Background: an optimization exercise with open tools, aiming at small area. Do not read the settings as production practice. Function was checked by simulation only, so behaviour that the tests miss may differ from the original. The clock input has no modelled driver; a real chip could not lean on it and would need a root buffer or a full tree. Power and IR drop assume default switching activity.

==> flow/design.v (excerpt) <==
module CarParking (
    input clk,
    input InSig,
    input OutSig,
    input reset,
    output [6:0] HEX0,
    output [6:0] HEX1,
    output [6:0] HEX4,
    output ClosedLight,
    output OpenLight,
    output reg WarningLight,
    output motor
);
==> flow/config.mk <==
export PLATFORM = sky130hd
export DESIGN_NAME = CarParking
export DESIGN_NICKNAME = CarParking
export VERILOG_FILES = /design/flow/design.v
export SDC_FILE = /design/flow/constraint.sdc
export NUM_CORES = 4
export LEC_CHECK = 0
export CAP_MARGIN = 20
export CORE_MARGIN = 2
export CORE_UTILIZATION = 40
export SLEW_MARGIN = 20
==> flow/constraint.sdc <==
create_clock -name core_clock -period 10.0 [get_ports {clk}]
set_input_delay 2.0000 -clock core_clock [delete_from_list [all_inputs] [get_ports {clk}]]
set_output_delay 2.0000 -clock core_clock [all_outputs]
set_load 0.01 [all_outputs]
standard.sh (not shown) runs the stock make flow with config.mk's settings and CLKGATE_MAP_FILE= SYNTH_SCRIPT=/design/flow/synth_recipe.tcl, a recipe that flattens the netlist after the stock synthesis.
==> flow/flow/run.sh <==
#!/bin/bash
# Layout flow: the standard ORFS flow (standard.sh) with these changes:
#  - synthesis: synth_recipe.tcl unchanged except that ABC maps with an
#    area-oriented script (abc_area.script, run for a few seeds of its
#    randomised step, keeping the smallest result) and adders are left to
#    ABC instead of being mapped to ha/fa cells first (ADDER_MAP_FILE empty);
#  - each port gets the smallest buffer (buf_1);
#  - clock tree: a root inverter driving one inverter per group of nearby
#    registers (manual_cts.tcl, run in place of TritonCTS).
# Each tool's log is in orfs/logs/; make's output is in flow_standard.log.
set -euo pipefail
here=$PWD
export FLOW_ABC_SCRIPT=$here/flow/abc_area.script
export FLOW_ABC_SEEDS="1 2 3 4 5 6 7 8"
export FLOW_ABC_TMP=$here
cat $here/flow/abc_override.tcl $here/synth_recipe.tcl > $here/flow_synth.tcl
sed -e "s#SYNTH_SCRIPT=[^ ]*#SYNTH_SCRIPT=$here/flow_synth.tcl ADDER_MAP_FILE=#" $here/standard.sh > $here/flow_standard.sh
export PRE_CTS_TCL=$here/flow/manual_cts.tcl
export FLOW_CTS_GROUPS=4
export FLOW_CTS_LEAF=sky130_fd_sc_hd__inv_8
export FLOW_CTS_ROOT=sky130_fd_sc_hd__inv_8
export BUFFER_PORTS_ARGS="-buffer_cell sky130_fd_sc_hd__buf_1"
bash $here/flow_standard.sh > $here/flow_standard.log 2>&1
==> flow/flow/abc_area.script <==
strash
&get -n
&fraig -x
&put
scorr
dc2
strash
&get -n
&deepsyn -T 60 -S SEED
&put
strash
&get -n
&dch -f
&nf -R 1000
&put
mfs2
strash
&get -n
&dch -f
&nf -a -R 1000
&put
==> flow/flow/abc_override.tcl <==
# Map the logic with an area-oriented ABC script (FLOW_ABC_SCRIPT) instead
# of ORFS's delay-oriented one; registers are untouched. The script's
# &deepsyn step is randomised: ABC is run once per seed in FLOW_ABC_SEEDS
# on the same netlist, and the mapping with the smallest cell area is kept.
proc abc {args} {
  set i [lsearch -exact $args -script]
  set l [lsearch -exact $args -liberty]
  set lib [lindex $args [expr {$l + 1}]]
  set fh [open $::env(FLOW_ABC_SCRIPT)]
  set template [read $fh]
  close $fh
  yosys design -save flow_pre_abc
  set best_area ""
  foreach seed $::env(FLOW_ABC_SEEDS) {
    yosys design -load flow_pre_abc
    set script "$::env(FLOW_ABC_TMP)/abc_seed_$seed.script"
    set fh [open $script w]
    puts -nonewline $fh [string map [list SEED $seed] $template]
    close $fh
    lset args [expr {$i + 1}] $script
    yosys abc {*}$args
    set st [yosys tee -q -s result.string stat -liberty $lib]
    regexp {Chip area for module[^:]*:\s*([0-9.]+)} $st -> area
    puts "flow abc: seed $seed area $area"
    if {$best_area eq "" || $area < $best_area} {
      set best_area $area
      set best_seed $seed
      yosys design -save flow_best_abc
    }
  }
  yosys design -load flow_best_abc
  puts "flow abc: kept seed $best_seed, area $best_area"
}
==> flow/flow/manual_cts.tcl <==
# Clock tree for a small design, used in place of TritonCTS.
# The clock sinks are split into FLOW_CTS_GROUPS groups of equal size by
# recursive bisection of their placement. Each group is driven by one
# FLOW_CTS_LEAF cell placed at the group's centre; the leaf cells are
# driven by one FLOW_CTS_ROOT cell, which the clock port drives. Both are
# inverters, so the registers see the clock's own polarity, and every
# register is exactly two cells from the port, with equal-sized groups.
rename clock_tree_synthesis triton_clock_tree_synthesis

proc flow_split {items n} {
  # items: list of {x y iterm}; returns n groups of near-equal size
  if {$n <= 1 || [llength $items] < 2} { return [list $items] }
  set xs [lsort -real [lmap i $items {lindex $i 0}]]
  set ys [lsort -real [lmap i $items {lindex $i 1}]]
  set axis [expr {([lindex $xs end] - [lindex $xs 0]) >= ([lindex $ys end] - [lindex $ys 0]) ? 0 : 1}]
  set sorted [lsort -real -index $axis $items]
  set na [expr {$n / 2}]
  set cut [expr {int(round([llength $sorted] * double($na) / $n))}]
  set a [lrange $sorted 0 [expr {$cut - 1}]]
  set b [lrange $sorted $cut end]
  return [concat [flow_split $a $na] [flow_split $b [expr {$n - $na}]]]
}

proc flow_place_at {inst x y} {
  set w [[$inst getMaster] getWidth]
  set h [[$inst getMaster] getHeight]
  $inst setLocation [expr {int($x - $w / 2)}] [expr {int($y - $h / 2)}]
  $inst setPlacementStatus PLACED
}

proc clock_tree_synthesis {args} {
  set block [ord::get_db_block]
  set leaf_master [[ord::get_db] findMaster $::env(FLOW_CTS_LEAF)]
  set root_master [[ord::get_db] findMaster $::env(FLOW_CTS_ROOT)]
  foreach clk [all_clocks] {
    foreach src [get_property $clk sources] {
      set bterm [$block findBTerm [get_full_name $src]]
      set port_net [$bterm getNet]
      set cname [$port_net getName]
      set items {}
      foreach it [$port_net getITerms] {
        set bb [[$it getInst] getBBox]
        lappend items [list [expr {([$bb xMin] + [$bb xMax]) / 2.0}] [expr {([$bb yMin] + [$bb yMax]) / 2.0}] $it]
      }
      set root [odb::dbInst_create $block $root_master "clkroot_m_${cname}"]
      set root_net [odb::dbNet_create $block "clknet_root_m_${cname}"]
      $root_net setSigType CLOCK
      [$root findITerm A] connect $port_net
      [$root findITerm Y] connect $root_net
      set k 0
      set tx 0.0; set ty 0.0
      set groups [flow_split $items $::env(FLOW_CTS_GROUPS)]
      foreach group $groups {
        set leaf [odb::dbInst_create $block $leaf_master "clkleaf_m_${k}_${cname}"]
        set net [odb::dbNet_create $block "clknet_m_${k}_${cname}"]
        $net setSigType CLOCK
        set sx 0.0; set sy 0.0
        foreach i $group {
          set it [lindex $i 2]
          $it disconnect
          $it connect $net
          set sx [expr {$sx + [lindex $i 0]}]
          set sy [expr {$sy + [lindex $i 1]}]
        }
        set n [llength $group]
        [$leaf findITerm A] connect $root_net
        [$leaf findITerm Y] connect $net
        flow_place_at $leaf [expr {$sx / $n}] [expr {$sy / $n}]
        set tx [expr {$tx + $sx / $n}]
        set ty [expr {$ty + $sy / $n}]
        puts "manual CTS: [$leaf getName] drives $n sinks"
        incr k
      }
      flow_place_at $root [expr {$tx / $k}] [expr {$ty / $k}]
    }
  }
  global_connect
  set_propagated_clock [all_clocks]
  estimate_parasitics -placement
  foreach pin [all_registers -clock_pins -edge_triggered] {
    foreach edge {rise fall} {
      set s [get_property $pin slew_max_$edge]
      if {![info exists worst] || $s > $worst} { set worst $s }
    }
  }
  puts "manual CTS: estimated worst register clock slew $worst"
}
Edit:
--- a/flow/flow/run.sh
+++ b/flow/flow/run.sh
@@ -14 +14 @@
-export FLOW_ABC_SEEDS="1 2 3 4 5 6 7 8"
+export FLOW_ABC_SEEDS="2"
@@ -19,3 +19,3 @@
-export FLOW_CTS_GROUPS=4
-export FLOW_CTS_LEAF=sky130_fd_sc_hd__inv_8
-export FLOW_CTS_ROOT=sky130_fd_sc_hd__inv_8
+export FLOW_CTS_GROUPS=6
+export FLOW_CTS_LEAF=sky130_fd_sc_hd__inv_4
+export FLOW_CTS_ROOT=sky130_fd_sc_hd__inv_6
Result: The changed run went through all stages and came out clean; power fell by 2.0%; routed wire length fell by 0.46%; hold slack is worse by 0.0035 ns; clock power fell by about 9%.
Edit:
--- a/flow/flow/run.sh
+++ b/flow/flow/run.sh
@@ -14 +14 @@
-export FLOW_ABC_SEEDS="2"
+export FLOW_ABC_SEEDS="2 9 10 11 12 13 14 15"
@@ -19,3 +19,3 @@
-export FLOW_CTS_GROUPS=6
-export FLOW_CTS_LEAF=sky130_fd_sc_hd__inv_4
-export FLOW_CTS_ROOT=sky130_fd_sc_hd__inv_6
+export FLOW_CTS_GROUPS=4
+export FLOW_CTS_LEAF=sky130_fd_sc_hd__inv_8
+export FLOW_CTS_ROOT=sky130_fd_sc_hd__inv_8
--- a/flow/flow/abc_area.script
+++ b/flow/flow/abc_area.script
@@ -9 +9 @@
-&deepsyn -T 60 -S SEED
+&deepsyn -T 90 -S SEED
Result:
- design area came out higher by 0.32%
- sequential power stays flat
- cell count went down by about 0.46%
- die area does not change
- total power rose by 2.0%
- sequential cell count does not change
- clock skew shrinks by 0.0089 ns
- core utilization is higher by 0.14 points
- maximum frequency rose by 0.57%
Edit:
--- a/flow/flow/run.sh
+++ b/flow/flow/run.sh
@@ -14 +14 @@
-export FLOW_ABC_SEEDS="2 9 10 11 12 13 14 15"
+export FLOW_ABC_SEEDS="1 2 3 4 5"
--- a/flow/flow/abc_area.script
+++ b/flow/flow/abc_area.script
@@ -9 +9 @@
-&deepsyn -T 90 -S SEED
+&deepsyn -T 60 -S SEED
The changed run ran to the end with no violations.
Worst hold slack is unchanged.
Final area does not change.
Final cell count does not change.
Power does not change.
Register-to-register slack barely changes.
Via count is unchanged.
Wire length does not change.
Clock power hardly moves.
Setup slack stays the same.
In every run of this note, the design's own scripts or RTL, not TritonCTS, make the clock network.

==> separate check: timing with driven ports <==
The flow's constraints put no driver on any port. The routed layouts listed below were extracted and timed again, unchanged, in two steps.
Step 1 (the two cells are an assumption about what drives the block):
set clk [get_ports {clk}]
set_driving_cell -lib_cell sky130_fd_sc_hd__clkbuf_16 $clk
set_driving_cell -lib_cell sky130_fd_sc_hd__buf_2 [delete_from_list [all_inputs] $clk]
Step 2, shift: input delay + t, output delay - t, t = (earliest + latest rising clock arrival at the registers) / 2. This alone moves slack from input paths to output paths.
Three values: ideal ports, drivers, drivers and shift; two values: the first two.
run | t (ns) | setup slack, ns | cell pins on the clock port's net
the first run | 0.195 | 4.799 / 4.754 / 4.949 | 1
the second run | 0.209 | 4.770 / 4.730 / 4.939 | 1
the third run | 0.195 | 4.799 / 4.754 / 4.949 | 1
the fourth run | 0.195 | 4.799 / 4.754 / 4.949 | 1
After both steps every run listed still meets setup and hold.
